Background: an optimization exercise with open tools, aiming at small area. Do not read the settings as production practice.
The RTL was checked by simulation tests, not by an equivalence proof against the original design.
Power and IR drop assume default switching activity.

### flow/config.mk
export PLATFORM = sky130hd
export DESIGN_NAME = lcd_driver
export DESIGN_NICKNAME = lcd_driver
export VERILOG_FILES = /design/flow/design.v
export SDC_FILE = /design/flow/constraint.sdc
export NUM_CORES = 4
export LEC_CHECK = 0
export CAP_MARGIN = 20
export CORE_MARGIN = 2
export CORE_UTILIZATION = 40
export SLEW_MARGIN = 20
### flow/constraint.sdc
create_clock -name core_clock -period 10.0 [get_ports {clk}]
set_input_delay 2.0000 -clock core_clock [delete_from_list [all_inputs] [get_ports {clk}]]
set_output_delay 2.0000 -clock core_clock [all_outputs]
set_load 0.01 [all_outputs]
### flow/design.v
module lcd_driver(line1, line2, clk, rst, lcd_rs, lcd_w, lcd_e, data);
  input  [127:0] line1;
  input  [127:0] line2;
  input  clk;
  input  rst;
  output lcd_rs, lcd_w, lcd_e;
  output [3:0] data;
  reg [8:0] lfsr;
  reg [1:0] ph;       
  reg [1:0] sec;
  reg [3:0] c;
  reg       h;
  reg [3:0] dreg;
  wire tick = (lfsr == 9'h043);           
  wire done = (&sec) & (&c) & h;
  wire adv  = tick & (ph == 2'd2) & ~done;
  wire       c15   = &c;
  wire       inc_c = adv & h & ~(c15 & (sec == 2'd1));
  wire       inc_s = adv & h & c15;
  wire       h_d   = rst ? 1'b1    : h ^ adv;
  wire [3:0] c_d   = rst ? 4'd8    : c + {3'b0, inc_c};
  wire [1:0] sec_d = rst ? 2'd0    : sec + {1'b0, inc_s};
  wire [4:0] k   = {c_d, h_d};
  wire [7:0] row = 8'd1 << k[2:0];
  wire [7:0] col = sec_d[0] ? (8'd1 << {sec_d[1], k[4:3]}) : 8'd0;
  reg  [3:0] lnib;
  reg  [7:0] y;
  integer j, cl, r, kk;
  always @* begin
    for (j = 0; j < 4; j = j + 1) begin
      for (cl = 0; cl < 8; cl = cl + 1) begin
        y[cl] = 1'b0;
        for (r = 0; r < 8; r = r + 1) begin
          kk = (cl & 3) * 8 + r;
          y[cl] = y[cl] | (row[r] & (cl >= 4 ? line2[(31-kk)*4 + j] : line1[(31-kk)*4 + j]));
        end
      end
      lnib[j] = |(y & col);
    end
  end
  reg [3:0] cnib;
  always @* begin
    case ({sec_d[1], c_d, h_d})
      6'b0_1000_1: cnib = 4'h0;
      6'b0_1001_0: cnib = 4'h3;
      6'b0_1001_1: cnib = 4'h3;
      6'b0_1010_0: cnib = 4'h3;
      6'b0_1010_1: cnib = 4'h2;
      6'b0_1011_0: cnib = 4'h2;
      6'b0_1011_1: cnib = 4'h8;
      6'b0_1100_0: cnib = 4'h0;
      6'b0_1100_1: cnib = 4'h6;
      6'b0_1101_0: cnib = 4'h0;
      6'b0_1101_1: cnib = 4'hC;
      6'b0_1110_0: cnib = 4'h0;
      6'b0_1110_1: cnib = 4'h1;
      6'b0_1111_0: cnib = 4'h8;
      6'b0_1111_1: cnib = 4'h0;
      6'b1_1111_0: cnib = 4'hC;
      6'b1_1111_1: cnib = 4'h0;
      default:     cnib = 4'hx;
    endcase
  end
  wire [3:0] nib = lnib | (sec_d[0] ? 4'd0 : cnib);
  always @(posedge clk) begin
    if (rst | tick) lfsr <= 9'd0;
    else            lfsr <= {lfsr[7:0], ~(lfsr[8] ^ lfsr[4])};
    if (rst) ph <= 2'd3;
    else if (tick) begin
      case (ph)
        2'd3: ph <= 2'd2;
        2'd0: ph <= 2'd1;
        2'd1: ph <= 2'd2;
        2'd2: if (!done) ph <= 2'd0;
      endcase
    end
    h    <= h_d;
    c    <= c_d;
    sec  <= sec_d;
    dreg <= nib;
  end
  assign lcd_rs = sec[0];
  assign lcd_w  = 1'b0;
  assign lcd_e  = (ph == 2'd1);
  assign data   = dreg;
endmodule
### flow/flow/run.sh
#!/bin/bash
# Standard ORFS layout (standard.sh), except:
#  - synthesis maps with an area-oriented ABC script (flow/synth.tcl);
#  - the port buffers use the smallest buffer cell, sky130_fd_sc_hd__buf_1.
set -euo pipefail
here=$(pwd)
export AREA_ABC_SCRIPT=$here/flow/abc_area.script
export BUFFER_PORTS_ARGS="-buffer_cell sky130_fd_sc_hd__buf_1"
bash standard.sh SYNTH_SCRIPT=$here/flow/synth.tcl finish > orfs_make.log 2>&1
### flow/flow/abc_area.script
strash
&get -n
&fraig -x
&put
scorr
dc2
dretime
strash
&get -n
&dch -f
&nf -a
&put
### flow/flow/synth.tcl
# synth_recipe.tcl (the standard synthesis), with ABC mapping for area:
# the abc call of ORFS's synth.tcl uses flow/abc_area.script instead of its
# own script, and no delay target.
proc synth {args} { yosys synth -nofsm -noshare {*}$args }
proc abc {args} {
  set i [lsearch $args -script]
  set args [lreplace $args $i [expr {$i+1}] -script $::env(AREA_ABC_SCRIPT)]
  set j [lsearch $args -D]
  if {$j >= 0} { set args [lreplace $args $j [expr {$j+1}]] }
  yosys abc {*}$args
}
source $::env(SCRIPTS_DIR)/synth.tcl
# left out here: clear keep_hierarchy, flatten, clean up, hide names made inside functions, write 1_2_yosys.v
### flow/standard.sh
#!/bin/bash
# synth_recipe.tcl (not shown) runs the flow's synth.tcl, then flattens the netlist and writes it again
# the make line also repeats each setting of config.mk as NAME=value (left out here)
make -C /OpenROAD-flow-scripts/flow DESIGN_CONFIG=/design/flow/config.mk WORK_HOME=/design/flow/orfs CLKGATE_MAP_FILE= SYNTH_SCRIPT=/design/flow/synth_recipe.tcl "${@:-finish}"
==> impl_metrics.json, run 1 <==
{
  "dieArea_sq_um": 6260,
  "drv_slew": 0,
  "hold_viol_final": 0,
  "via_count": 4114,
  "ioPinCount": 265,
  "async_reset_ff_share_pct": 0,
  "cts_tree": "yes",
  "start_kind": "flop",
  "htreeDepth": 1,
  "period_share_pct": 43.7,
  "peakVddDrop_uv": 65.9,
  "hold_path.class": "reg -> reg",
  "overflow": 0,
  "seqPwrFrac_pct": 39.5,
  "max_slew_margin_pct": 35.1,
  "grt_pass1_wl_mm": 18.6,
  "post-route-min-period_ps": 4370,
  "dpl.hpwl_mm": 10.4,
  "syn_nets": 533,
  "p_comb_share_pct": 23.2,
  "report.power.total_uw": 225,
  "endpoint_kind": "flop",
  "postCtsResizedCells": 0,
  "yosys_warnings": 1,
  "critPathKind": "reg -> reg",
  "crit_family": "simple AND/OR/NAND/NOR gates",
  "crit_path_max_fanout": 17,
  "crit_arrival_ps": 4480,
  "synth-edff-count": 0,
  "cpMostUsedCell": "ha_1",
  "synth-seq-cells": 22,
  "postRouteAntennaNets": 0,
  "path_buf_inv": 1,
  "worst_pin_slew_ps": 973,
  "grt_util_all_layers_pct": 37.7,
  "cts_buffers": 3,
  "fin_tns_setup_ps": 0,
  "intPower_uw": 170,
  "vias_per_cell": 6.62,
  "syn-cell-area_sq_um": 2260,
  "gp_congestion": 0.931,
  "status": "timing/DRC/antenna clean",
  "n_fill_cell": 530,
  "area_growth_pct": 57.5,
  "synthMuxAreaShare_pct": 0,
  "power.density_nw_per_um2": 63.4,
  "p_sw_share_pct": 24.6,
  "synth_adder_area_share_pct": 2.22,
  "clk_latency_ps": 270,
  "cts_setup_buffers": 0,
  "ys.flop_type": "dfxtp_1",
  "path_cells": "nor4_1 -> nand4_1 -> nor4b_1 -> ha_1 -> clkinv_1 -> nor2_1 -> ha_1 -> ha_1 -> o21bai_1 -> and2_1 -> a222oi_1 -> a31oi_1 -> a2111oi_0 -> nand4_1",
  "first_pass_iters": 8,
  "clk_root_buffer_cell": "clkbuf_8",
  "synth-seq-area-share_pct": 19.5,
  "drt-total-wl_mm": 12.9,
  "first_iter_violations": 705,
  "finClkSkew_ps": 2.55,
  "maxCapViolations": 0,
  "chipWidth_microns": 79.1,
  "power_frac_clock_pct": 37.4,
  "wl_per_cell_microns": 20.7,
  "hold_buffers": 0,
  "initial_utilization_pct": 41.3,
  "fin_nets": 810,
  "syn_avg_cell_area_sq_um": 8.33,
  "synth_top_family_by_area": "compound AO/OA/AOI/OAI gates",
  "row_count": 27,
  "die_h_microns": 79.1,
  "antenna_found_initial": 1,
  "portBuffers": 263,
  "required_ps": 10110,
  "cts_buffer_depth": 2,
  "core_area_sq_um": 5470,
  "slowest_delay_ps": 640,
  "cts.sinks": 22,
  "synthesis.instances": 271,
  "setup_violations": 0,
  "synth-simple-area-share_pct": 22.9,
  "p_switching_uw": 55.3,
  "drcViolationCount": 0,
  "clk_pin_slew_worst_paths_ps": 80,
  "synth_cell_types": 42,
  "synth_compound_area_share_pct": 53.8,
  "synth_xor_area_share_pct": 0.776,
  "drive_gt1_share_pct": 3.66,
  "rsz0062_at_grt": "no",
  "grt_start_max_net_pins": 27,
  "cpMaxStageDelayCell": "a2111oi_0",
  "first_global_vias": 3726,
  "p_leak_nw": 1.09,
  "fmax_mhz": 229
}
-- cell families (layout without fill, tap and decap cells) --
kind of cell / Yosys count / after routing
AO/OA/AOI/OAI: 146 / 146
buffers and inverters: 3 / 279
XOR/XNOR: 2 / 2
other: 1 / 3
AND/OR/NAND/NOR: 93 / 93
flip-flops: 22 / 22
adder cells (fa/ha/maj): 4 / 4
-- cells in the final DEF (no fill, tap or decap), types with 3 or more instances in the layout --
master	n
nor2b_1	8
buf_1	263
and2_0	7
nand2_1	23
a222oi_1	41
ha_1	4
nand4_1	10
a2111oi_0	3
nor3_1	5
nor4bb_4	3
nor3b_1	3
clkbuf_8	3
a21oi_1	4
o21ai_0	5
a31o_1	3
a31oi_1	20
a221oi_1	20
a22oi_1	16
a22o_1	21
nor2_1	10
nand3_1	8
dfxtp_1	22
buf_4	9
-- metal layers --
layer  part of all wire [%]  wire (microns)  GRT usage (%)
met5                      0               0              0
met4                    3.0             380           10.2
met3                     13            1730           8.41
met2                     46            5920           60.0
met1                     38            4850           51.2
-- cell type report --
class                      count  area, sq um  area share (%)
tap                           72         90.1            2.53
multi-input combinational    246         1880            52.7
inverter                       2         7.51           0.211
sequential                    22          440            12.4
antenna                        2         5.00           0.141
clock inverter                 1         30.0           0.844
timing repair buffer         273         1070            30.0
clock buffer                   3         41.3            1.16
-- registers in the layout (all words and copies together), names as in the netlist --
register,flops
dreg,4
h,1
sec,2
ph,2
c,4
lfsr,9
-- per-stage QoR --
step                hold slack, ps  instance area (sq um)  util (%)  instances  setup WS, ps
floorplan                      422                   2260         -        271          4480
global placement               432                   3460      63.2        614          5530
detailed placement             449                   3460      63.2        614          5510
CTS                            468                   3530      64.5        618          5610
global route                   490                   3550      64.9        619          5240
finish                         464                   3560      65.0        621          5630
-- path summary, 6_finish.rpt --
kind | startpoint | end | slack, ps | depth (start not counted)
worst max-delay path | lfsr[3]$_SDFF_PP0_ | dreg[2]$_DFF_P_ | 5630 | 14
worst min-delay path | lfsr[3]$_SDFF_PP0_ | lfsr[4]$_SDFF_PP0_ | 460 | 1
worst max register to register | lfsr[3]$_SDFF_PP0_ | dreg[2]$_DFF_P_ | 5630 | 14
worst min register to register | lfsr[3]$_SDFF_PP0_ | lfsr[4]$_SDFF_PP0_ | 460 | 1
-- cells in the mapped netlist (3+ instances only) --
cell | count | area, sq um
a2111oi_0 | 3 | 26.3
a21oi_1 | 4 | 20.0
a221oi_1 | 20 | 175
a222oi_1 | 41 | 410
a22o_1 | 21 | 184
a22oi_1 | 16 | 120
a31o_1 | 3 | 26.3
a31oi_1 | 20 | 125
and2_0 | 8 | 50.1
dfxtp_1 | 22 | 440
ha_1 | 4 | 50.1
nand2_1 | 23 | 86.3
nand3_1 | 8 | 40.0
nand4_1 | 10 | 62.6
nor2_1 | 10 | 37.5
nor2b_1 | 8 | 50.1
nor3_1 | 5 | 25.0
nor3b_1 | 3 | 22.5
nor4b_1 | 4 | 35.0
nor4bb_1 | 3 | 30.0
o21ai_0 | 5 | 25.0
-- power by group through the flow --
| stage | Clock (mW) | Combinational (mW) | Sequential (mW) |
|---|---|---|---|
| after floorplan | 0 | 0.00801 | 0.0909 |
| after global placement | 0 | 0.0517 | 0.0910 |
| after detailed placement | 0 | 0.0505 | 0.0910 |
| after CTS | 0.0831 | 0.0508 | 0.0889 |
| after global routing | 0.0865 | 0.0561 | 0.0891 |
| final | 0.0842 | 0.0522 | 0.0889 |
==> inputs of run 2 (changes only) <==
--- a/flow/design.v
+++ b/flow/design.v
@@ -18,26 +18,39 @@
   wire       inc_c = adv & h & ~(c15 & (sec == 2'd1));
   wire       inc_s = adv & h & c15;
   wire       h_d   = rst ? 1'b1    : h ^ adv;
-  wire [3:0] c_d   = rst ? 4'd8    : c + {3'b0, inc_c};
-  wire [1:0] sec_d = rst ? 2'd0    : sec + {1'b0, inc_s};
-  wire [4:0] k   = {c_d, h_d};
-  wire [7:0] row = 8'd1 << k[2:0];
-  wire [7:0] col = sec_d[0] ? (8'd1 << {sec_d[1], k[4:3]}) : 8'd0;
-  reg  [3:0] lnib;
-  reg  [7:0] y;
-  integer j, cl, r, kk;
+  wire [3:0] c_inc = {c[3] ^ (inc_c & c[2] & c[1] & c[0]),
+                      c[2] ^ (inc_c & c[1] & c[0]),
+                      c[1] ^ (inc_c & c[0]),
+                      c[0] ^ inc_c};
+  wire [3:0] c_d   = rst ? 4'd8    : c_inc;
+  wire [1:0] sec_d = rst ? 2'd0    : {sec[1] ^ (inc_s & sec[0]), sec[0] ^ inc_s};
+  wire [4:0] k = {c_d, h_d};
+  reg  [7:0] rown, coln;
+  integer q;
   always @* begin
-    for (j = 0; j < 4; j = j + 1) begin
-      for (cl = 0; cl < 8; cl = cl + 1) begin
-        y[cl] = 1'b0;
-        for (r = 0; r < 8; r = r + 1) begin
-          kk = (cl & 3) * 8 + r;
-          y[cl] = y[cl] | (row[r] & (cl >= 4 ? line2[(31-kk)*4 + j] : line1[(31-kk)*4 + j]));
-        end
-      end
-      lnib[j] = |(y & col);
+    for (q = 0; q < 8; q = q + 1) begin
+      rown[q] = ~(k[2:0] == q);
+      coln[q] = ~(sec_d[0] & ({sec_d[1], k[4:3]} == q));
     end
   end
+  wire [3:0] lnib;
+  genvar gj, gc, gr;
+  generate
+    for (gj = 0; gj < 4; gj = gj + 1) begin : bit_g
+      wire [7:0] y;
+      for (gc = 0; gc < 8; gc = gc + 1) begin : col_g
+        wire [7:0] d;
+        for (gr = 0; gr < 8; gr = gr + 1) begin : row_g
+          if (gc >= 4)
+            assign d[gr] = line2[(31 - ((gc % 4) * 8 + gr)) * 4 + gj];
+          else
+            assign d[gr] = line1[(31 - ((gc % 4) * 8 + gr)) * 4 + gj];
+        end
+        lcd_and8 u_row (.sn(rown), .d(d), .y(y[gc]));
+      end
+      lcd_and8 u_col (.sn(coln), .d(y), .y(lnib[gj]));
+    end
+  endgenerate
   reg [3:0] cnib;
   always @* begin
     case ({sec_d[1], c_d, h_d})
@@ -61,7 +74,7 @@
       default:     cnib = 4'hx;
     endcase
   end
-  wire [3:0] nib = lnib | (sec_d[0] ? 4'd0 : cnib);
+  wire [3:0] nib = lnib & (sec_d[0] ? 4'hf : cnib);
   always @(posedge clk) begin
     if (rst | tick) lfsr <= 9'd0;
     else            lfsr <= {lfsr[7:0], ~(lfsr[8] ^ lfsr[4])};
@@ -84,3 +97,24 @@
   assign lcd_e  = (ph == 2'd1);
   assign data   = dreg;
 endmodule
+module lcd_and8(sn, d, y);
+  input  [7:0] sn;
+  input  [7:0] d;
+  output y;
+  wire [3:0] z;
+  lcd_oai22 u0 (.a0(d[0]), .s0(sn[0]), .a1(d[1]), .s1(sn[1]), .y(z[0]));
+  lcd_oai22 u1 (.a0(d[2]), .s0(sn[2]), .a1(d[3]), .s1(sn[3]), .y(z[1]));
+  lcd_oai22 u2 (.a0(d[4]), .s0(sn[4]), .a1(d[5]), .s1(sn[5]), .y(z[2]));
+  lcd_oai22 u3 (.a0(d[6]), .s0(sn[6]), .a1(d[7]), .s1(sn[7]), .y(z[3]));
+  lcd_nor4  u4 (.a(z), .y(y));
+endmodule
+module lcd_oai22(a0, s0, a1, s1, y);
+  input a0, s0, a1, s1;
+  output y;
+  assign y = ~((a0 | s0) & (a1 | s1));
+endmodule
+module lcd_nor4(a, y);
+  input [3:0] a;
+  output y;
+  assign y = ~|a;
+endmodule
==> flow/flow/run.sh (replaced) <==
#!/bin/bash
# Standard ORFS layout (standard.sh), except:
#  - synthesis maps with an area-oriented ABC script (flow/synth.tcl);
#  - the port buffers use the smallest buffer cell, sky130_fd_sc_hd__buf_1;
#  - clock tree synthesis uses small clock buffers and no dummy loads.
set -euo pipefail
here=$(pwd)
export AREA_ABC_SCRIPT=$here/flow/abc_area.script
export BUFFER_PORTS_ARGS="-buffer_cell sky130_fd_sc_hd__buf_1"
export CTS_ARGS="-sink_clustering_enable -repair_clock_nets -dont_use_dummy_load -buf_list {sky130_fd_sc_hd__clkbuf_2 sky130_fd_sc_hd__clkbuf_4 sky130_fd_sc_hd__clkbuf_8}"
bash standard.sh SYNTH_SCRIPT=$here/flow/synth.tcl finish > orfs_make.log 2>&1
==> flow/flow/abc_area.script (replaced) <==
strash
dc2
&get -n
&dch -f
&nf -a -p
&put
--- a/flow/config.mk
+++ b/flow/config.mk
@@ -9,3 +9,4 @@
 export CORE_MARGIN = 2
 export CORE_UTILIZATION = 40
 export SLEW_MARGIN = 20
+export SYNTH_HIERARCHICAL = 1
==> run 2 against run 1 <==
Effect of this change: still clean; flip-flop and latch count is the same; worst hold slack worse by 5.0 ps; core utilization is 0.58 points lower; maximum frequency decreased by 16%; clock skew is 7.6 ps higher.
==> impl_metrics.json, run 2 <==
{
  "status": "timing/DRC/antenna clean",
  "p_leak_nw": 1.00,
  "synth_cell_types": 29,
  "first_iter_violations": 398,
  "critPathKind": "reg -> reg",
  "cts.sinks": 22,
  "worstRegToRegCells": 16,
  "syn-cell-area_sq_um": 2100,
  "synth_area_leaders": "o22ai_1, dfxtp_1, nor4_1",
  "grt_start_max_net_pins": 34,
  "htreeDepth": 1,
  "final_common_cell": "buf_1",
  "die_h_microns": 76.4,
  "via_count": 3977,
  "min_from": "lfsr[6]$_SDFF_PP0_",
  "postCtsResizedCells": 0,
  "max_slew_margin_pct": 49.5,
  "ys.flop_type": "dfxtp_1",
  "rrSetupSlack_ps": 4830,
  "setup_violations": 0,
  "synth_most_common_cell": "o22ai_1",
  "synthesis.instances": 292,
  "clk_root_buffer_cell": "clkbuf_8",
  "dpl.hpwl_mm": 10.2,
  "antenna_found_initial": 1,
  "largest_register_ffs": 9,
  "hold_slack_ps": 459,
  "crit_arrival_ps": 5380,
  "portBuffers": 263,
  "ioPinCount": 265,
  "finClkSkew_ps": 10.1,
  "required_ps": 10210,
  "yosysTopAreaCellShare_pct": 43.0,
  "worst_pin_slew_ps": 751,
  "area_growth_pct": 55.8,
  "drcViolationCount": 0,
  "cts_setup_buffers": 0,
  "synthTopCellsByCount": "o22ai_1, nor4_1, dfxtp_1",
  "cts_tree": "yes",
  "endpoint_kind": "flop",
  "overflow": 0,
  "hold_buffers": 0,
  "rsz0062_at_grt": "no",
  "drive_gt1_share_pct": 1.95,
  "mostFrequentLayoutCells": "buf_1, o22ai_1, nor4_1",
  "start_kind": "flop",
  "grt_pass1_wl_mm": 18.9,
  "async_reset_ff_share_pct": 0,
  "drt-total-wl_mm": 12.6,
  "syn_avg_cell_area_sq_um": 7.18,
  "hold_path.class": "reg -> reg",
  "fin_nets": 827,
  "hold_viol_final": 0,
  "yosys_warnings": 7,
  "r2r_start": "lfsr[4]$_SDFF_PP0_",
  "clk_pin_slew_worst_paths_ps": 90,
  "first_pass_iters": 5,
  "cts_buffer_depth": 2,
  "fin_tns_setup_ps": 0,
  "chipWidth_microns": 76.4,
  "r2r-end": "dreg[1]$_DFF_P_",
  "first_global_vias": 3655,
  "clk_latency_ps": 270,
  "synth-seq-area-share_pct": 21.0,
  "post-route-min-period_ps": 5170,
  "crit_path_max_fanout": 17,
  "synth-seq-cells": 22,
  "dieArea_sq_um": 5840,
  "row_count": 26,
  "cts_buffers": 3,
  "reg_top3": "lfsr: 9 flops, c: 4 flops, dreg: 4 flops",
  "syn_nets": 553,
  "synth-edff-count": 0,
  "largest-register": "lfsr",
  "fmax_mhz": 193,
  "gp_congestion": 1.02,
  "min_to": "lfsr[7]$_SDFF_PP0_",
  "report.power.total_uw": 200,
  "grt_util_all_layers_pct": 40.6,
  "synth_top_area_cell": "o22ai_1",
  "wl_per_cell_microns": 19.7,
  "period_share_pct": 51.7,
  "min_path_cells": 1,
  "drv_slew": 0,
  "vias_per_cell": 6.24,
  "initial_utilization_pct": 41.3,
  "postRouteAntennaNets": 0,
  "core_area_sq_um": 5070,
  "maxCapViolations": 0,
  "power.density_nw_per_um2": 61.1,
  "peakVddDrop_uv": 43.4
}
run 2: worst max-delay path by stage:
stage	slack (ps)	depth (start not counted)	to	from
6_report	4830	16	dreg[1]$_DFF_P_	lfsr[4]$_SDFF_PP0_
5_1_grt	4540	16	dreg[1]$_DFF_P_	lfsr[5]$_SDFF_PP0_
3_3_place_gp	5200	8	dreg[3]$_DFF_P_	rst
3_5_place_dp	5030	16	dreg[1]$_DFF_P_	lfsr[4]$_SDFF_PP0_
2_1_floorplan	5600	15	dreg[2]$_DFF_P_	lfsr[4]$_SDFF_PP0_
4_1_cts	4960	16	dreg[1]$_DFF_P_	lfsr[4]$_SDFF_PP0_
run 2: cells by family after synthesis:
| group | count (synthesis) | share of synthesized area (%) |
|---|---|---|
| AOI/OAI and AO/OA | 161 | 48.0 |
| xor gates and xnor gates | 5 | 2.09 |
| other | 1 | 0.179 |
| and+or+nand+nor | 96 | 26.0 |
| DFF | 22 | 21.0 |
| buffers and inverters | 4 | 0.895 |
| adders and majority gates | 3 | 1.79 |
run 2: area by class of cell:
type	instances	area (sq um)
Timing Repair Buffer	270	1040
Fill cell	506	1810
Inverter	3	11.3
Antenna cell	3	7.51
Tap cell	70	87.6
Sequential cell	22	440
Clock buffer	3	41.3
Multi-Input combinational cell	266	1640
run 2: critical path: stages, from the launching register on:
cell     delay, ps
dfxtp_1        340
or4b_1         510
nor4_1         590
o21ai_0        290
nor3b_1        250
ha_1           240
o21a_1         140
ha_1           200
xnor2_1        180
a21oi_1        240
or2_1          550
buf_4          360
o22ai_1        120
nor4_1         490
o22ai_1        160
nor4_1         300
o21a_1         160
run 2: through the flow:
stage	setup slack, ps	utilization [%]	area, sq um	std cells
detailed placement	5030	63.4	3220	631
global placement	5200	63.4	3220	631
finish	4830	64.4	3270	637
floorplan	5600	-	2100	292
global route	4540	64.3	3260	634
CTS	4960	64.2	3260	634
run 2: per-module statistics from Yosys (local to each module, per instance), a selection:
| module | cell area [sq um] | copies in the design |
|---|---|---|
| lcd_driver | 971 | 1 |
| lcd_nor4 | 6.26 | 36 |
| lcd_oai22 | 6.26 | 144 |
run 2: power breakdown:
part	internal, mW	switching [mW]
Combinational	0.0297	0.0241
Sequential	0.0884	0.000435
Clock	0.0270	0.0300
Total	0.145	0.0544
run 2: metal layers:
metal | track usage, % | wire length, microns | share of wire, % | vias up
met5 | 0 | 0 | 0 | -
met1 | 53.4 | 4860 | 39 | 1783
met4 | 13.6 | 342 | 2.7 | 0
li1 | - | - | - | 1835
met2 | 64.1 | 5740 | 46 | 325
met3 | 10.9 | 1630 | 13 | 34
==> inputs of run 3 (changes only) <==
==> flow/design.v (replaced) <==
module lcd_driver(line1, line2, clk, rst, lcd_rs, lcd_w, lcd_e, data);
  input  [127:0] line1;
  input  [127:0] line2;
  input  clk;
  input  rst;
  output lcd_rs, lcd_w, lcd_e;
  output [3:0] data;
  reg [8:0] tmr;
  reg [1:0] ph;
  reg [1:0] sec;
  reg [3:0] c;
  reg       h;
  reg [3:0] dreg;
  wire tick = tmr[0] & ~tmr[1] & tmr[2] & ~tmr[3] & ~tmr[4] & ~tmr[5] &
              ~tmr[6] & ~tmr[7] & tmr[8];
  wire clr  = rst | tick;
  wire done = (&sec) & (&c) & h;
  wire adv  = tick & ~ph[1] & ~ph[0] & ~done;     
  wire p1_n = ~ph[1] & ph[0];                      
  wire p0_n = ~ph[1] & (ph[0] | ~done);            
  wire       c15   = &c;
  wire       inc_c = adv & h & ~(c15 & ~sec[1] & sec[0]);
  wire       inc_s = adv & h & c15;
  wire       h_d   = rst | (h ^ adv);
  wire [3:0] c_inc = {c[3] ^ (inc_c & c[2] & c[1] & c[0]),
                      c[2] ^ (inc_c & c[1] & c[0]),
                      c[1] ^ (inc_c & c[0]),
                      c[0] ^ inc_c};
  wire [3:0] c_d   = rst ? 4'd8 : c_inc;
  wire [1:0] sec_d = rst ? 2'd0 : {sec[1] ^ (inc_s & sec[0]), sec[0] ^ inc_s};
  wire [4:0] k = {c_d, h_d};
  reg  [7:0] rown, coln;
  integer q;
  always @* begin
    for (q = 0; q < 8; q = q + 1) begin
      rown[q] = ~(k[2:0] == q);
      coln[q] = ~(sec_d[0] & ({sec_d[1], k[4:3]} == q));
    end
  end
  wire [3:0] lnib;
  genvar gj, gc, gr;
  generate
    for (gj = 0; gj < 4; gj = gj + 1) begin : bit_g
      wire [7:0] y;
      for (gc = 0; gc < 8; gc = gc + 1) begin : col_g
        wire [7:0] d;
        for (gr = 0; gr < 8; gr = gr + 1) begin : row_g
          if (gc >= 4)
            assign d[gr] = line2[(31 - ((gc % 4) * 8 + gr)) * 4 + gj];
          else
            assign d[gr] = line1[(31 - ((gc % 4) * 8 + gr)) * 4 + gj];
        end
        lcd_and8 u_row (.sn(rown), .d(d), .y(y[gc]));
      end
      lcd_and8 u_col (.sn(coln), .d(y), .y(lnib[gj]));
    end
  endgenerate
  wire x = sec_d[1];
  wire [2:0] cc = c_d[2:0];
  wire hh = h_d;
  wire [3:0] cnib;
  assign cnib[0] = (~cc[2] & ~cc[0] & ~hh) | (~cc[2] & ~cc[1] & cc[0]) |
                   (cc[2] & cc[1] & ~cc[0] & hh);
  assign cnib[1] = (~cc[2] & ~hh) | (cc[2] & ~cc[1] & ~cc[0] & hh) |
                   (~cc[2] & cc[1] & ~cc[0]) | (~cc[2] & ~cc[1] & cc[0]);
  assign cnib[2] = (x & ~hh) | (cc[2] & ~cc[1] & hh);
  assign cnib[3] = (cc[2] & ~cc[1] & cc[0] & hh) | (cc[2] & cc[1] & cc[0] & ~hh) |
                   (~cc[2] & cc[1] & cc[0] & hh);
  wire [3:0] nib = lnib & (cnib | {4{sec_d[0]}});
  always @(posedge clk) begin
    tmr  <= {~({8{clr}} | tmr[7:0]), ~clr & (tmr[3] ^ tmr[8])};
    if (rst)       ph <= 2'b10;
    else if (tick) ph <= {p1_n, p0_n};
    h    <= h_d;
    c    <= c_d;
    sec  <= sec_d;
    dreg <= nib;
  end
  assign lcd_rs = sec[0];
  assign lcd_w  = 1'b0;
  assign lcd_e  = ph[1] & ph[0];
  assign data   = dreg;
endmodule
module lcd_and8(sn, d, y);
  input  [7:0] sn;
  input  [7:0] d;
  output y;
  wire [3:0] z;
  lcd_oai22 u0 (.a0(d[0]), .s0(sn[0]), .a1(d[1]), .s1(sn[1]), .y(z[0]));
  lcd_oai22 u1 (.a0(d[2]), .s0(sn[2]), .a1(d[3]), .s1(sn[3]), .y(z[1]));
  lcd_oai22 u2 (.a0(d[4]), .s0(sn[4]), .a1(d[5]), .s1(sn[5]), .y(z[2]));
  lcd_oai22 u3 (.a0(d[6]), .s0(sn[6]), .a1(d[7]), .s1(sn[7]), .y(z[3]));
  lcd_nor4  u4 (.a(z), .y(y));
endmodule
module lcd_oai22(a0, s0, a1, s1, y);
  input a0, s0, a1, s1;
  output y;
  assign y = ~((a0 | s0) & (a1 | s1));
endmodule
module lcd_nor4(a, y);
  input [3:0] a;
  output y;
  assign y = ~|a;
endmodule
==> run 3 against run 2 <==
Effect of this change: final cell count grew 0.16%; clock power shrank 4.6%; setup slack gained 340 ps; critical path type unchanged; routed wire length shrank 4.3%; non-clock buffer count grew 1; largest power group unchanged; flip-flop and latch count is the same; core utilization grew 0.47 points; still clean on timing, DRC and antenna; power grew 0.60%; die area shrank 1.3%; critical endpoint is now dreg[2]$_DFF_P_; worst hold slack lost 49 ps.
==> impl_metrics.json, run 3 <==
{
  "status": "timing/DRC/antenna clean",
  "cts_tree": "yes",
  "first_iter_violations": 358,
  "largest_register_ffs": 9,
  "synth-edff-count": 0,
  "synth_top_area_cell": "o22ai_1",
  "drive_gt1_share_pct": 2.12,
  "grt_start_max_net_pins": 25,
  "setup_violations": 0,
  "cpMostUsedCell": "nor2_1",
  "synth-seq-cells": 22,
  "dpl.hpwl_mm": 9.63,
  "finClkSkew_ps": 14.1,
  "synthTopCellsByCount": "o22ai_1, nor4_1, nor2_1",
  "synth_most_common_cell": "o22ai_1",
  "postRouteAntennaNets": 0,
  "critPathKind": "reg -> reg",
  "hold_viol_final": 0,
  "synth_area_leaders": "o22ai_1, dfxtp_1, nor4_1",
  "clk_pin_slew_worst_paths_ps": 80,
  "syn-cell-area_sq_um": 2070,
  "peakVddDrop_uv": 52.9,
  "ioPinCount": 265,
  "vias_per_cell": 6.19,
  "crit_family": "simple AND/OR/NAND/NOR gates",
  "fin_nets": 830,
  "crit_arrival_ps": 5010,
  "maxCapViolations": 0,
  "wl_per_cell_microns": 18.9,
  "cts_buffers": 3,
  "yosysTopAreaCellShare_pct": 43.6,
  "endpoint_kind": "flop",
  "overflow": 0,
  "fin_tns_setup_ps": 0,
  "grt_pass1_wl_mm": 18.2,
  "clk_root_buffer_cell": "clkbuf_8",
  "die_h_microns": 75.9,
  "worst_pin_slew_ps": 871,
  "synth-seq-area-share_pct": 21.3,
  "post-route-min-period_ps": 4830,
  "largest-register": "tmr",
  "fmax_mhz": 207,
  "syn_nets": 555,
  "placed_cell_area_sq_um": 3230,
  "final_area_sq_um": 3270,
  "gp_congestion": 0.916,
  "drt-total-wl_mm": 12.0,
  "initial_utilization_pct": 41.0,
  "start_kind": "flop",
  "preCtsSetupSlack_ps": 5200,
  "clk_latency_ps": 260,
  "chipWidth_microns": 75.9,
  "yosys_warnings": 7,
  "synthesis.instances": 294,
  "cts_setup_buffers": 0,
  "hold_path.class": "reg -> reg",
  "dieArea_sq_um": 5760,
  "required_ps": 10180,
  "drv_slew": 0,
  "row_count": 26,
  "cts_buffer_depth": 2,
  "postCtsResizedCells": 0,
  "htreeDepth": 1,
  "synth_cell_types": 30,
  "max_slew_margin_pct": 41.8,
  "report.power.total_uw": 201,
  "area_growth_pct": 58.1,
  "async_reset_ff_share_pct": 0,
  "cts.sinks": 22,
  "reg_top3": "tmr: 9 flops, c: 4 flops, dreg: 4 flops",
  "first_pass_iters": 7,
  "crit_path_max_fanout": 21,
  "path_buf_inv": 2,
  "slowest_delay_ps": 670,
  "p_leak_nw": 1.01,
  "cpMaxStageDelayCell": "nand2_1",
  "rsz0062_at_grt": "no",
  "portBuffers": 263,
  "syn_avg_cell_area_sq_um": 7.03,
  "grt_util_all_layers_pct": 39.2,
  "period_share_pct": 48.3,
  "drcViolationCount": 0,
  "path_cells": "nor4b_1 -> nand4b_1 -> nor2_1 -> o21ai_0 -> nor2_1 -> ha_1 -> clkinv_1 -> nor2_1 -> ha_1 -> nor2b_1 -> nor2_1 -> nand2_1 -> buf_4 -> o22ai_1 -> nor4_1 -> o22ai_1 -> nor4_1 -> a21boi_0",
  "hold_buffers": 0,
  "antenna_found_initial": 1,
  "final_common_cell": "buf_1",
  "power.density_nw_per_um2": 61.4,
  "mostFrequentLayoutCells": "buf_1, o22ai_1, nor4_1",
  "fin_ws_ps": 5170,
  "via_count": 3948,
  "core_area_sq_um": 5040,
  "ys.flop_type": "dfxtp_1",
  "first_global_vias": 3689
}
-- run 3: cell count changes after synthesis, moves of 2 or more --
cell | before | now
a31o_1 | 0 | 2
and2_0 | 6 | 3
clkinv_1 | 3 | 6
nand2b_1 | 5 | 1
nand3b_1 | 2 | 0
nor2_1 | 8 | 24
nor2b_1 | 10 | 3
xor2_1 | 3 | 1
-- run 3: per-module statistics from Yosys, one instance, submodules excluded, excerpt --
module	flip-flops and latches	area, sq um	cells inside	copies in the design
lcd_driver	22	942	114	1
lcd_nor4	0	6.26	1	36
lcd_oai22	0	6.26	1	144
-- run 3: logic make-up after synthesis --
group | synth area share [%]
compound gates | 49.5
simple gates | 24.1
flops | 21.3
buf+inv | 1.45
xor+xnor | 1.69
fa+ha+maj | 1.82
other cells | 0.181
-- run 3: where the power goes --
group	total [mW]	switching (mW)	internal, mW
logic	0.0543	0.0238	0.0306
clock network	0.0543	0.0274	0.0269
registers	0.0921	0.00170	0.0904
total	0.201	0.0529	0.148
-- run 3: per-stage QoR --
stage | cells | hold WS, ps | utilization, %
floorplan | 294 | 383 | -
global placement | 632 | 388 | 63.2
detailed placement | 634 | 397 | 64.0
CTS | 637 | 403 | 64.8
global route | 637 | 419 | 64.8
finish | 638 | 409 | 64.9
-- run 3: cell type report --
| cell class | instances | area, sq um |
|---|---|---|
| clock buffers | 3 | 41.3 |
| diodes | 1 | 2.50 |
| multi-input cells | 265 | 1600 |
| flip-flops and latches | 22 | 440 |
| fillers | 510 | 1770 |
| inverters | 6 | 22.5 |
| well taps | 70 | 87.6 |
| repair buffers | 271 | 1070 |
-- run 3: metal layers --
metal / vias up / GRT usage (%) / share of wire (%) / routed length [microns]
met5: - / 0 / 0 / 0
met4: 0 / 13.3 / 2.7 / 327
met3: 30 / 7.14 / 11 / 1340
met2: 299 / 62.2 / 46 / 5530
met1: 1768 / 53.6 / 40 / 4830
li1: 1851 / - / - / -
-- run 3: final timing paths --
kind              slack (ps)              end      startpoint  cells after the start
hold / removal           410   tmr[2]$_DFF_P_  tmr[1]$_DFF_P_                      1
setup / recovery        5170  dreg[2]$_DFF_P_  tmr[3]$_DFF_P_                     18
setup reg to reg        5170  dreg[2]$_DFF_P_  tmr[3]$_DFF_P_                     18
hold reg to reg          410   tmr[2]$_DFF_P_  tmr[1]$_DFF_P_                      1
==> inputs of run 4 (changes only) <==
--- a/flow/design.v
+++ b/flow/design.v
@@ -29,14 +29,16 @@
   wire [3:0] c_d   = rst ? 4'd8 : c_inc;
   wire [1:0] sec_d = rst ? 2'd0 : {sec[1] ^ (inc_s & sec[0]), sec[0] ^ inc_s};
   wire [4:0] k = {c_d, h_d};
-  reg  [7:0] rown, coln;
+  wire [7:0] rown_a, rown_b, coln;
+  reg  [7:0] coln_r;
   integer q;
   always @* begin
-    for (q = 0; q < 8; q = q + 1) begin
-      rown[q] = ~(k[2:0] == q);
-      coln[q] = ~(sec_d[0] & ({sec_d[1], k[4:3]} == q));
-    end
+    for (q = 0; q < 8; q = q + 1)
+      coln_r[q] = ~(sec_d[0] & ({sec_d[1], k[4:3]} == q));
   end
+  assign coln = coln_r;
+  lcd_rowdec u_rowdec_a (.k(k[2:0]), .kn(~k[2:0]), .rown(rown_a));
+  lcd_rowdec u_rowdec_b (.k(k[2:0]), .kn(~k[2:0]), .rown(rown_b));
   wire [3:0] lnib;
   genvar gj, gc, gr;
   generate
@@ -50,7 +52,7 @@
           else
             assign d[gr] = line1[(31 - ((gc % 4) * 8 + gr)) * 4 + gj];
         end
-        lcd_and8 u_row (.sn(rown), .d(d), .y(y[gc]));
+        lcd_and8 u_row (.sn(gj < 2 ? rown_a : rown_b), .d(d), .y(y[gc]));
       end
       lcd_and8 u_col (.sn(coln), .d(y), .y(lnib[gj]));
     end
@@ -102,3 +104,14 @@
   output y;
   assign y = ~|a;
 endmodule
+module lcd_rowdec(k, kn, rown);
+  input  [2:0] k, kn;
+  output [7:0] rown;
+  genvar i;
+  generate
+    for (i = 0; i < 8; i = i + 1) begin : r_g
+      assign rown[i] = ~((i & 1 ? k[0] : kn[0]) & (i & 2 ? k[1] : kn[1]) &
+                         (i & 4 ? k[2] : kn[2]));
+    end
+  endgenerate
+endmodule
--- a/flow/config.mk
+++ b/flow/config.mk
@@ -8,5 +8,6 @@
 export CAP_MARGIN = 20
 export CORE_MARGIN = 2
 export CORE_UTILIZATION = 40
+export GPL_TIMING_DRIVEN = 0
 export SLEW_MARGIN = 20
 export SYNTH_HIERARCHICAL = 1
==> run 4 against run 3 <==
Effect of this change: final area down 1.8%; critical path type is now in -> reg; clock skew down 3.9 ps; synthesized area up 1.3%; power fell by 0.59%; highest routed layer unchanged; non-clock buffer count fell by 7; setup slack worse by 310 ps; largest power group unchanged; via count rose by 0.51%; synthesized cell count is 1.7% higher; routed wire length decreased by 5.4%; critical endpoint is now dreg[0]$_DFF_P_.
==> impl_metrics.json, run 4 <==
{
  "via_count": 3968,
  "fin_nets": 828,
  "maxCapViolations": 0,
  "portBuffers": 263,
  "p_leak_nw": 0.965,
  "dieArea_sq_um": 5830,
  "synth-seq-area-share_pct": 21.0,
  "syn-cell-area_sq_um": 2090,
  "intPower_uw": 148,
  "rsz0062_at_grt": "no",
  "syn_avg_cell_area_sq_um": 7.01,
  "async_reset_ff_share_pct": 0,
  "status": "timing/DRC/antenna clean",
  "worst_pin_slew_ps": 776,
  "hold_viol_final": 0,
  "antenna_found_initial": 0,
  "synth_area_leaders": "o22ai_1, dfxtp_1, nor4_1",
  "cts_buffers": 3,
  "initial_utilization_pct": 41.3,
  "synth-edff-count": 0,
  "required_ps": 10180,
  "postCtsResizedCells": 0,
  "grt_pass1_wl_mm": 17.0,
  "clk_root_buffer_cell": "clkbuf_8",
  "area_growth_pct": 53.4,
  "p_switching_uw": 51.5,
  "synth_top_area_cell": "o22ai_1",
  "synthesis.instances": 299,
  "drt-total-wl_mm": 11.4,
  "first_global_vias": 3458,
  "fin_tns_setup_ps": 0,
  "cts_buffer_depth": 2,
  "row_count": 26,
  "clk_pin_slew_worst_paths_ps": 80,
  "die_h_microns": 76.4,
  "yosys_warnings": 7,
  "ioPinCount": 265,
  "reg_top3": "tmr: 9 flops, c: 4 flops, dreg: 4 flops",
  "power_frac_clock_pct": 26.8,
  "finClkSkew_ps": 10.2,
  "cts.sinks": 22,
  "htreeDepth": 1,
  "yosysTopAreaCellShare_pct": 43.0,
  "critPathKind": "in -> reg",
  "grt_start_max_net_pins": 17,
  "start_kind": "primary input",
  "drv_slew": 0,
  "core_area_sq_um": 5070,
  "post-route-min-period_ps": 5140,
  "ys.flop_type": "dfxtp_1",
  "largest-register": "tmr",
  "chipWidth_microns": 76.4,
  "crit_arrival_ps": 5320,
  "synthTopCellsByCount": "o22ai_1, nor4_1, dfxtp_1, nand3_1, nor2_1",
  "setup_violations": 0,
  "final_area_sq_um": 3210,
  "gp_congestion": 0.867,
  "endpoint_kind": "flop",
  "overflow": 0,
  "drive_gt1_share_pct": 0.708,
  "grt_util_all_layers_pct": 35.6,
  "n_fill_cell": 519,
  "first_iter_violations": 420,
  "p_comb_share_pct": 27.1,
  "hold_buffers": 0,
  "hold_path.class": "reg -> reg",
  "drcViolationCount": 0,
  "synth_most_common_cell": "o22ai_1",
  "mostFrequentLayoutCells": "buf_1, o22ai_1, nor4_1",
  "first_pass_iters": 5,
  "cts_tree": "yes",
  "period_share_pct": 51.4,
  "wl_per_cell_microns": 17.9,
  "synth-seq-cells": 22,
  "fmax_mhz": 195,
  "power.density_nw_per_um2": 62.1,
  "placed_cell_area_sq_um": 3170,
  "seqPwrFrac_pct": 46.1,
  "dpl.hpwl_mm": 9.07,
  "postRouteAntennaNets": 0,
  "p_sw_share_pct": 25.8,
  "crit_path_max_fanout": 16,
  "cts_setup_buffers": 0,
  "final_common_cell": "buf_1",
  "syn_nets": 560,
  "synth_cell_types": 28,
  "clk_latency_ps": 260,
  "max_slew_margin_pct": 48.1,
  "peakVddDrop_uv": 40.2,
  "largest_register_ffs": 9,
  "vias_per_cell": 6.24
}
==> run 4: changes by cell type after synthesis, sizes merged, moves of 2 or more <==
cell    delta
or3        +2
a31o       -2
nand2      -4
nor2b      -2
nand3     +12
nand2b     +4
nor2       -5
==> run 4: cell type report <==
class	instances	area, sq um	area share [%]
multi-input cells	270	1620	50.5
repair buffers	263	987	30.7
flip-flops and latches	22	440	13.7
well taps	70	87.6	2.73
clock buffers	3	41.3	1.29
inverters	6	22.5	0.701
plain buffers	1	7.51	0.234
diodes	1	2.50	0.0779
==> run 4: layer usage <==
| metal | GRT usage (%) | vias up | share of wire, % |
|---|---|---|---|
| li1 | - | 1857 | - |
| met5 | 0 | - | 0 |
| met2 | 56.6 | 315 | 45 |
| met4 | 6.73 | 0 | 1.9 |
| met1 | 50.4 | 1762 | 42 |
| met3 | 6.87 | 34 | 11 |
==> run 4: critical path: stages <==
cell      delay (ps)
buf_1            220
nor2_1           620
clkinv_1         420
nand3_1          660
o22ai_1          200
nor4_1           510
o22ai_1          140
nor4_1           290
o21ai_0          120
a21oi_1          140
==> run 4: Yosys stat by module (local to each module, per instance), excerpt <==
module / cell area, sq um / times used
lcd_driver: 888 / 1
lcd_rowdec: 40.0 / 2
lcd_oai22: 6.26 / 144
lcd_nor4: 6.26 / 36
==> run 4: per-stage QoR <==
stage | setup slack [ps] | hold WS (ps) | utilization [%] | std cells | power [mW]
6_report | 4860 | 408 | 63.3 | 636 | 0.200
5_1_grt | 4540 | 430 | 63.3 | 635 | 0.209
4_1_cts | 4980 | 412 | 63.3 | 635 | 0.199
3_5_place_dp | 4730 | 402 | 62.5 | 632 | 0.147
3_3_place_gp | 4730 | 392 | 62.5 | 632 | 0.145
2_1_floorplan | 5820 | 383 | - | 299 | 0.106
==> run 4: power groups by stage <==
stage,registers (mW),logic (mW),clock network [mW]
after floorplan,0.0936,0.0124,0
after global placement,0.0940,0.0514,0
after detailed placement,0.0940,0.0525,0
after CTS,0.0920,0.0528,0.0540
after global routing,0.0924,0.0589,0.0578
final,0.0920,0.0540,0.0535
==> run 4: cells by family (layout without fill, tap and decap cells) <==
group	count (synthesis)	in the layout	synth area share [%]
AO/OA/AOI/OAI	161	161	48.3
AND/OR/NAND/NOR	102	102	26.0
flip-flops	22	22	21.0
buffers and inverters	7	273	1.43
adder cells (fa/ha/maj)	3	3	1.79
XOR/XNOR	3	3	1.25
other	1	2	0.179
==> run 4: worst paths after layout <==
path / start / end / slack [ps] / depth (start not counted)
worst max-delay path: rst / dreg[0]$_DFF_P_ / 4860 / 10
worst min-delay path: tmr[2]$_DFF_P_ / tmr[3]$_DFF_P_ / 410 / 1
worst max register to register: tmr[3]$_DFF_P_ / dreg[0]$_DFF_P_ / 4950 / 19
worst min register to register: tmr[2]$_DFF_P_ / tmr[3]$_DFF_P_ / 410 / 1
==> inputs of run 5 (changes only) <==
--- a/flow/config.mk
+++ b/flow/config.mk
@@ -8,6 +8,5 @@
 export CAP_MARGIN = 20
 export CORE_MARGIN = 2
 export CORE_UTILIZATION = 40
-export GPL_TIMING_DRIVEN = 0
 export SLEW_MARGIN = 20
 export SYNTH_HIERARCHICAL = 1
==> run 5 against run 4 <==
Effect of this change: final cell count decreased by 0.31%; first-iteration DRC count increased by 4.0%; global-route usage increased by 2.5 points; critical endpoint is now dreg[3]$_DFF_P_; setup slack improved by 100 ps; critical path type unchanged; critical path depth decreased by 1; clock-buffer cell count unchanged; power is 2.4% higher; via count is 0.30% higher; sequential power about the same; final area fell by 0.31%; core utilization is 0.20 points lower.
==> impl_metrics.json, run 5 <==
{
  "maxCapViolations": 0,
  "fin_tns_setup_ps": 0,
  "clk_root_buffer_cell": "clkbuf_8",
  "finClkSkew_ps": 4.42,
  "dp.cells": 631,
  "drive_gt1_share_pct": 0.532,
  "n_fill_cell": 508,
  "cpMaxStageDelayCell": "nand3_1",
  "cts.sinks": 22,
  "htreeDepth": 1,
  "fin_nets": 827,
  "die_h_microns": 76.4,
  "core_area_sq_um": 5070,
  "synthMuxAreaShare_pct": 0,
  "p_comb_share_pct": 26.9,
  "yosys_warnings": 7,
  "vias_per_cell": 6.28,
  "hold_buffers": 0,
  "antenna-diode-count": 0,
  "largest_register_ffs": 9,
  "dpl.hpwl_mm": 9.45,
  "highest_layer": "met4",
  "ioPinCount": 265,
  "status": "timing/DRC/antenna clean",
  "reg_top3": "tmr: 9 flops, c: 4 flops, dreg: 4 flops",
  "synth_most_common_cell": "o22ai_1",
  "m1WireLength_mm": 4.89,
  "area_growth_pct": 52.9,
  "antenna_found_initial": 0,
  "slowest_delay_ps": 660,
  "postCtsResizedCells": 0,
  "yosysTopAreaCellShare_pct": 43.0,
  "wl_met3_mm": 1.41,
  "crit_arrival_ps": 5210,
  "post-route-min-period_ps": 5030,
  "synth_xor_area_share_pct": 1.25,
  "rsz0062_at_grt": "no",
  "power.density_nw_per_um2": 63.8,
  "fmax_mhz": 199,
  "synth-seq-cells": 22,
  "drcViolationCount": 0,
  "synth_top_area_cell": "o22ai_1",
  "syn_nets": 560,
  "synth-edff-count": 0,
  "drv_slew": 0,
  "postRouteAntennaNets": 0,
  "grt_util_all_layers_pct": 38.1,
  "final_common_cell": "buf_1",
  "async_reset_ff_share_pct": 0,
  "p_leak_nw": 0.960,
  "chipWidth_microns": 76.4,
  "synth_cell_types": 28,
  "power_frac_clock_pct": 28.0,
  "crit_family": "simple AND/OR/NAND/NOR gates",
  "path_cells": "buf_1 -> nor2_1 -> clkinv_1 -> nand3_1 -> o22ai_1 -> nor4_1 -> o22ai_1 -> nor4_1 -> a21boi_0",
  "initial_utilization_pct": 41.3,
  "start_kind": "primary input",
  "path_buf_inv": 2,
  "seqPwrFrac_pct": 45.1,
  "synth_compound_area_share_pct": 48.3,
  "worst_pin_slew_ps": 787,
  "syn_avg_cell_area_sq_um": 7.01,
  "crit_path_max_fanout": 16,
  "dr_wl_met2_mm": 5.38,
  "via_count": 3980,
  "multi_input_area_sq_um": 1620,
  "cts_tree": "yes",
  "first_pass_iters": 8,
  "synth-simple-area-share_pct": 26.0,
  "endpoint_kind": "flop",
  "hold_path.class": "reg -> reg",
  "max_slew_margin_pct": 47.4,
  "largest-register": "tmr",
  "p_switching_uw": 56.4,
  "critPathKind": "in -> reg",
  "p_sw_share_pct": 27.6,
  "peakVddDrop_uv": 48.3,
  "row_count": 26,
  "cts_buffers": 3,
  "intPower_uw": 148,
  "required_ps": 10180,
  "mostFrequentLayoutCells": "buf_1, o22ai_1, nor4_1",
  "wl_per_cell_microns": 18.7,
  "ys.flop_type": "dfxtp_1",
  "synthesis.instances": 299,
  "hold_viol_final": 0,
  "synth_top_family_by_area": "compound AO/OA/AOI/OAI gates",
  "drt-total-wl_mm": 11.9,
  "clk_pin_slew_worst_paths_ps": 80,
  "cts_buffer_depth": 2,
  "fin_cells": 634,
  "clk_latency_ps": 270,
  "rrSetupSlack_ps": 5070,
  "report.power.total_uw": 204,
  "dieArea_sq_um": 5830,
  "portBuffers": 263,
  "gp_congestion": 1.01,
  "synth_area_leaders": "o22ai_1, dfxtp_1, nor4_1",
  "fin_util_pct": 63.1,
  "period_share_pct": 50.3,
  "register_area_sq_um": 440,
  "grt_pass1_wl_mm": 18.1,
  "cts_setup_buffers": 0,
  "first_iter_violations": 437,
  "synth-seq-area-share_pct": 21.0,
  "syn-cell-area_sq_um": 2090,
  "synth_adder_area_share_pct": 1.79,
  "overflow": 0,
  "first_global_vias": 3679,
  "synthTopCellsByCount": "o22ai_1, nor4_1, dfxtp_1, nand3_1, nor2_1",
  "setup_violations": 0,
  "grt_start_max_net_pins": 17
}
-- run 5: cell counts after synthesis --
No cell type changed its count.
-- run 5: per-stage QoR --
step	worst slack, ps	instance area (sq um)	hold slack [ps]
CTS	5100	3200	414
global route	4620	3200	433
floorplan	5820	2090	383
global placement	4950	3160	400
detailed placement	4830	3160	401
finish	4970	3200	415
-- run 5: metal layers --
layer	GRT usage (%)	vias to the layer above
met5	0	-
met4	9.27	0
met3	7.11	28
met2	59.7	319
met1	54.0	1789
li1	-	1844
-- run 5: path summary, 6_finish.rpt --
path / startpoint / end / cells past startpoint
max: rst / dreg[3]$_DFF_P_ / 9
min: tmr[2]$_DFF_P_ / tmr[3]$_DFF_P_ / 1
max reg2reg: tmr[1]$_DFF_P_ / dreg[3]$_DFF_P_ / 17
min reg2reg: tmr[2]$_DFF_P_ / tmr[3]$_DFF_P_ / 1
-- run 5: kinds of logic after synthesis --
| family | count (synthesis) |
|---|---|
| buf+inv | 7 |
| xor+xnor | 3 |
| flops | 22 |
| compound gates | 161 |
| simple gates | 102 |
| fa+ha+maj | 3 |
| other cells | 1 |
-- run 5: cell type report --
class                      count  area share [%]
timing repair buffer         263            30.8
sequential                    22            13.7
multi-input combinational    270            50.7
inverter                       6           0.703
tap                           70            2.73
clock buffer                   3            1.29
-- run 5: power groups by stage --
stage          clock network [mW]  logic [mW]  registers, mW
3_3_place_gp                    0      0.0530         0.0940
5_1_grt                    0.0603      0.0595         0.0924
2_1_floorplan                   0      0.0124         0.0936
4_1_cts                    0.0561      0.0534         0.0921
3_5_place_dp                    0      0.0530         0.0941
6_report                   0.0573      0.0549         0.0921
-- run 5: Yosys stat by module (local to each module, per instance), excerpt --
module / flops+latches / cells
lcd_oai22: 0 / 1
lcd_nor4: 0 / 1
lcd_rowdec: 0 / 8
lcd_driver: 22 / 103
==> inputs of run 6 (changes only) <==
--- a/flow/design.v
+++ b/flow/design.v
@@ -39,7 +39,7 @@
   assign coln = coln_r;
   lcd_rowdec u_rowdec_a (.k(k[2:0]), .kn(~k[2:0]), .rown(rown_a));
   lcd_rowdec u_rowdec_b (.k(k[2:0]), .kn(~k[2:0]), .rown(rown_b));
-  wire [3:0] lnib;
+  wire [3:0] nib, cmask;
   genvar gj, gc, gr;
   generate
     for (gj = 0; gj < 4; gj = gj + 1) begin : bit_g
@@ -54,7 +54,7 @@
         end
         lcd_and8 u_row (.sn(gj < 2 ? rown_a : rown_b), .d(d), .y(y[gc]));
       end
-      lcd_and8 u_col (.sn(coln), .d(y), .y(lnib[gj]));
+      lcd_and8g u_col (.sn(coln), .d(y), .g(cmask[gj]), .y(nib[gj]));
     end
   endgenerate
   wire x = sec_d[1];
@@ -68,7 +68,7 @@
   assign cnib[2] = (x & ~hh) | (cc[2] & ~cc[1] & hh);
   assign cnib[3] = (cc[2] & ~cc[1] & cc[0] & hh) | (cc[2] & cc[1] & cc[0] & ~hh) |
                    (~cc[2] & cc[1] & cc[0] & hh);
-  wire [3:0] nib = lnib & (cnib | {4{sec_d[0]}});
+  assign cmask = cnib | {4{sec_d[0]}};
   always @(posedge clk) begin
     tmr  <= {~({8{clr}} | tmr[7:0]), ~clr & (tmr[3] ^ tmr[8])};
     if (rst)       ph <= 2'b10;
@@ -94,6 +94,23 @@
   lcd_oai22 u3 (.a0(d[6]), .s0(sn[6]), .a1(d[7]), .s1(sn[7]), .y(z[3]));
   lcd_nor4  u4 (.a(z), .y(y));
 endmodule
+module lcd_and8g(sn, d, g, y);
+  input  [7:0] sn;
+  input  [7:0] d;
+  input  g;
+  output y;
+  wire [3:0] z;
+  lcd_oai22  u0 (.a0(d[0]), .s0(sn[0]), .a1(d[1]), .s1(sn[1]), .y(z[0]));
+  lcd_oai22  u1 (.a0(d[2]), .s0(sn[2]), .a1(d[3]), .s1(sn[3]), .y(z[1]));
+  lcd_oai22  u2 (.a0(d[4]), .s0(sn[4]), .a1(d[5]), .s1(sn[5]), .y(z[2]));
+  lcd_oai221 u3 (.a0(d[6]), .s0(sn[6]), .a1(d[7]), .s1(sn[7]), .g(g), .y(z[3]));
+  lcd_nor4   u4 (.a(z), .y(y));
+endmodule
+module lcd_oai221(a0, s0, a1, s1, g, y);
+  input a0, s0, a1, s1, g;
+  output y;
+  assign y = ~((a0 | s0) & (a1 | s1) & g);
+endmodule
 module lcd_oai22(a0, s0, a1, s1, y);
   input a0, s0, a1, s1;
   output y;
==> flow/flow/run.sh (replaced) <==
#!/bin/bash
# Standard ORFS layout (standard.sh), except:
#  - synthesis maps with several area-oriented ABC scripts and keeps the
#    smallest result (flow/synth.tcl, flow/abc_*.script);
#  - the port buffers use the smallest buffer cell, sky130_fd_sc_hd__buf_1;
#  - clock tree synthesis inserts no dummy loads.
set -euo pipefail
here=$(pwd)
AREA_ABC_SCRIPTS=""
for s in $here/flow/abc_*.script; do AREA_ABC_SCRIPTS="$AREA_ABC_SCRIPTS $s"; done
export AREA_ABC_SCRIPTS
export BUFFER_PORTS_ARGS="-buffer_cell sky130_fd_sc_hd__buf_1"
export CTS_ARGS="-sink_clustering_enable -repair_clock_nets -dont_use_dummy_load -buf_list {sky130_fd_sc_hd__clkbuf_2 sky130_fd_sc_hd__clkbuf_4 sky130_fd_sc_hd__clkbuf_8}"
bash standard.sh SYNTH_SCRIPT=$here/flow/synth.tcl finish > orfs_make.log 2>&1
==> flow/flow/abc_P1.script (new file) <==
strash
&get -n
&dch -f
&nf -a -p
&put
==> flow/flow/abc_P2.script (new file) <==
strash
dc2
&get -n
&dch -f
&nf -a -p -F 10 -A 10
&put
==> flow/flow/abc_P3.script (new file) <==
strash
&get -n
&fraig -x
&put
dc2
strash
&get -n
&dch -f
&nf -a
&put
==> flow/flow/abc_P4.script (new file) <==
strash
dch -f
map -a
topo
==> flow/flow/abc_P5.script (new file) <==
strash
dc2
dch -f
amap
topo
==> flow/flow/abc_P6.script (new file) <==
strash
balance
dc2
balance
dc2
&get -n
&dch -f
&nf -a -p
&put
==> flow/flow/abc_P7.script (new file) <==
strash
&get -n
&st
&synch2
&dch -f
&nf -a -p
&put
==> flow/flow/abc_P8.script (new file) <==
strash
rewrite -l
refactor -l
balance
dc2
&get -n
&dch -f
&nf -a -p
&put
==> flow/flow/synth.tcl (replaced) <==
# synth_recipe.tcl (the standard synthesis), with area-oriented ABC mapping:
# the abc call of ORFS synth.tcl is replaced by the proc below.
proc synth {args} { yosys synth -nofsm -noshare {*}$args }
# Technology mapping: run ABC with each script in AREA_ABC_SCRIPTS and keep
# the mapping with the smallest total cell area.
proc abc {args} {
  set j [lsearch $args -D]
  if {$j >= 0} { set args [lreplace $args $j [expr {$j+1}]] }
  set i [lsearch $args -script]
  yosys design -save pre_abc
  set best -1
  set best_area 1e30
  set k 0
  foreach script $::env(AREA_ABC_SCRIPTS) {
    yosys design -load pre_abc
    yosys abc {*}[lreplace $args $i [expr {$i+1}] -script $script]
    set s [tee -q -s result.string stat {*}$::lib_args]
    set area 1e30
    regexp {Chip area for top module '[^']*': ([0-9.]+)} $s -> area
    if {$area == 1e30} { regexp {Chip area for module '[^']*': ([0-9.]+)} $s -> area }
    puts "ABC script $script: area $area"
    if {$area < $best_area} {
      set best_area $area
      set best $k
      yosys design -save best_abc
    }
    incr k
  }
  puts "ABC: kept script [lindex $::env(AREA_ABC_SCRIPTS) $best], area $best_area"
  yosys design -load best_abc
}
source $::env(SCRIPTS_DIR)/synth.tcl
# left out here: clear keep_hierarchy, flatten, clean up, hide names made inside functions, write 1_2_yosys.v
removed: flow/flow/abc_area.script
==> run 6 against run 5 <==
Effect of this change: still clean; first-iteration DRC count shrank 11%; final cell count is the same; sequential share of layout area is essentially flat; highest routed layer unchanged.
==> impl_metrics.json, run 6 <==
{
  "syn_avg_cell_area_sq_um": 6.99,
  "r2r-end": "dreg[1]$_DFF_P_",
  "power.density_nw_per_um2": 63.7,
  "rsz0062_at_grt": "no",
  "setup_violations": 0,
  "synth-simple-area-share_pct": 24.7,
  "synth-seq-area-share_pct": 21.1,
  "chipWidth_microns": 76.3,
  "reg_top3": "tmr: 9 flops, c: 4 flops, dreg: 4 flops",
  "synth_top_family_by_area": "compound AO/OA/AOI/OAI gates",
  "peakVddDrop_uv": 75.9,
  "n_fill_cell": 515,
  "dieArea_sq_um": 5820,
  "synth_adder_area_share_pct": 1.80,
  "gp_congestion": 1.10,
  "required_ps": 10180,
  "preCtsSetupSlack_ps": 4640,
  "synthMuxAreaShare_pct": 0,
  "first_pass_iters": 5,
  "area_growth_pct": 53.1,
  "max_slew_margin_pct": 29.5,
  "hold_path.class": "reg -> reg",
  "grt_util_all_layers_pct": 38.2,
  "mostFrequentLayoutCells": "buf_1, o22ai_1, nor4_1",
  "crit_arrival_ps": 5690,
  "drv_slew": 0,
  "synth_xor_area_share_pct": 0,
  "fin_nets": 827,
  "overflow": 0,
  "grt_start_max_net_pins": 17,
  "synthTopCellsByCount": "o22ai_1, nor4_1, dfxtp_1",
  "clk_root_buffer_cell": "clkbuf_8",
  "cts_setup_buffers": 0,
  "largest-register": "tmr",
  "yosysTopAreaCellShare_pct": 41.9,
  "antenna_found_initial": 0,
  "syn_nets": 560,
  "critPathKind": "reg -> reg",
  "core_area_sq_um": 5070,
  "synth_most_common_cell": "o22ai_1",
  "hold_viol_final": 0,
  "clk_pin_slew_worst_paths_ps": 80,
  "cts_buffer_depth": 2,
  "via_count": 4025,
  "synth_cell_types": 26,
  "endpoint_kind": "flop",
  "postRouteAntennaNets": 0,
  "hold_slack_ps": 403,
  "multi_input_area_sq_um": 1590,
  "fmax_mhz": 181,
  "dpl.hpwl_mm": 9.69,
  "final_common_cell": "buf_1",
  "wl_per_cell_microns": 18.9,
  "synth-edff-count": 0,
  "rrSetupSlack_ps": 4480,
  "worstRegToRegCells": 18,
  "cts_buffers": 3,
  "initial_utilization_pct": 41.2,
  "synth_top_area_cell": "o22ai_1",
  "clk_latency_ps": 270,
  "hold_buffers": 0,
  "grt_pass1_wl_mm": 17.9,
  "drcViolationCount": 0,
  "antenna-diode-count": 0,
  "first_iter_violations": 391,
  "min_from": "tmr[6]$_DFF_P_",
  "worst_pin_slew_ps": 1050,
  "syn-cell-area_sq_um": 2090,
  "fin_ws_ps": 4480,
  "dp.cells": 631,
  "portBuffers": 263,
  "async_reset_ff_share_pct": 0,
  "finClkSkew_ps": 7.90,
  "period_share_pct": 55.2,
  "synth-seq-cells": 22,
  "register_area_sq_um": 440,
  "row_count": 26,
  "crit_path_max_fanout": 16,
  "yosys_warnings": 7,
  "p_leak_nw": 0.949,
  "htreeDepth": 1,
  "synth_area_leaders": "o22ai_1, dfxtp_1, nor4_1",
  "synthesis.instances": 299,
  "ioPinCount": 265,
  "r2r_start": "tmr[4]$_DFF_P_",
  "postCtsResizedCells": 0,
  "status": "timing/DRC/antenna clean",
  "fin_cells": 634,
  "first_global_vias": 3624,
  "ys.flop_type": "dfxtp_1",
  "cts.sinks": 22,
  "maxCapViolations": 0,
  "drt-total-wl_mm": 12.0,
  "final_area_sq_um": 3200,
  "vias_per_cell": 6.35,
  "synth_compound_area_share_pct": 49.6,
  "placed_cell_area_sq_um": 3160,
  "drive_gt1_share_pct": 0.532,
  "largest_register_ffs": 9,
  "fin_tns_setup_ps": 0,
  "start_kind": "flop",
  "min_path_cells": 1,
  "post-route-min-period_ps": 5520,
  "die_h_microns": 76.3,
  "cts_tree": "yes",
  "min_to": "tmr[7]$_DFF_P_"
}
run 6: cell types whose count changed in the layout (fill, tap and decap cells not counted), moves of 2 or more:
cell,delta
xnor2_1,-3
and2_0,-4
nand2b_1,-5
nand3_1,-5
or3_1,+6
clkinv_1,+7
o221ai_1,+5
nor4_1,+2
a211oi_1,+3
o22ai_1,-4
a21boi_0,-2
o21bai_1,+2
run 6: final cells by class:
type	instances	area share, %
Timing Repair Buffer	263	30.9
Inverter	13	1.53
Tap cell	70	2.74
Sequential cell	22	13.8
Clock buffer	3	1.29
Multi-Input combinational cell	263	49.8
run 6: logic make-up after synthesis:
| kind of cell | Yosys count |
|---|---|
| DFF | 22 |
| and+or+nand+nor | 96 |
| AOI/OAI and AO/OA | 163 |
| adders and majority gates | 3 |
| buffers and inverters | 14 |
| other | 1 |
run 6: per-module statistics from Yosys (local to each module, per instance), excerpt:
module / flops+latches / times used / area (sq um) / cells
lcd_rowdec: 0 / 2 / 40.0 / 8
lcd_oai22: 0 / 140 / 6.26 / 1
lcd_oai221: 0 / 4 / 8.76 / 1
lcd_driver: 22 / 1 / 873 / 103
lcd_nor4: 0 / 36 / 6.26 / 1
run 6: metal layers:
metal  vias to the layer above  wire (microns)  GRT usage [%]
li1                       1859               -              -
met1                      1809            4820           50.5
met5                         -               0              0
met3                        31            1330           7.35
met4                         0             246           11.6
met2                       326            5590           62.7
run 6: through the flow:
stage / power (mW) / utilization [%]
6_report: 0.204 / 63.0
3_3_place_gp: 0.149 / 62.2
3_5_place_dp: 0.149 / 62.2
2_1_floorplan: 0.107 / -
4_1_cts: 0.203 / 63.0
5_1_grt: 0.213 / 63.0
run 6: how the worst max path moves through the flow:
stage	start	endpoint	slack, ps	cells past startpoint
floorplan	rst	dreg[2]$_DFF_P_	5690	9
global placement	rst	dreg[1]$_DFF_P_	4830	10
detailed placement	tmr[4]$_DFF_P_	dreg[0]$_DFF_P_	4640	18
CTS	tmr[4]$_DFF_P_	dreg[0]$_DFF_P_	4590	18
global route	tmr[4]$_DFF_P_	dreg[0]$_DFF_P_	4050	18
finish	tmr[4]$_DFF_P_	dreg[1]$_DFF_P_	4480	18
run 6: power breakdown:
group | leakage, nW | switching [mW] | internal (mW)
clock network | 0.0216 | 0.0283 | 0.0269
logic | 0.747 | 0.0246 | 0.0318
registers | 0.180 | 0.00160 | 0.0903
run 6: critical path, cell delays in order, from the launching register on:
cell and delay (ps):
dfxtp_1 320, nor4_1 300, nand4b_1 140, nor3b_1 400, nand2_1 140, a41oi_1 230
nor2b_1 180, ha_1 160, clkinv_1 70, a31oi_1 210, ha_1 220, o21ai_0 80
a21oi_1 660, clkinv_1 490, nand3_1 670, o22ai_1 210, nor4_1 470, o221ai_1 210
nor4_1 280

## separate check: timing with driven ports
How much do the figures lean on ideal ports? The routed layouts below were timed once more, with nothing changed but the port constraints. Step 1: set_driving_cell puts a clkbuf_16 on clk and a buf_2 on each other input, an assumption about the parent block. Step 2 adds t to the input delays and takes it off the output delays; t is the mean of the earliest and latest rising clock arrival at the registers after step 1. Input paths then give back, and output paths get back, about the clock's delay inside the block. a / b / c = no drivers / after step 1 / after step 2; a / b = the first two.
run | t (ns) | setup WS [ns] | hold slack, ns | worst setup path at the end
run 1 | 0.295 | 5.635 / 5.635 / 5.439 | 0.464 / 0.464 / 0.464 | input to register
run 2 | 0.294 | 4.828 / 4.828 / 4.828 | 0.459 / 0.459 / 0.459 | register to register
run 3 | 0.288 | 5.170 / 5.170 / 5.069 | 0.409 / 0.409 / 0.409 | input to register
run 4 | 0.285 | 4.860 / 4.864 / 4.579 | 0.408 / 0.408 / 0.408 | input to register
run 5 | 0.294 | 4.965 / 4.967 / 4.673 | 0.415 / 0.415 / 0.415 | input to register
run 6 | 0.293 | 4.484 / 4.484 / 4.481 | 0.403 / 0.403 / 0.403 | input to register
After both steps every run listed still meets setup and hold. For run 5, which loses most, drivers alone change the setup slack by +0.002 ns; drivers and shift together by -0.292 ns.
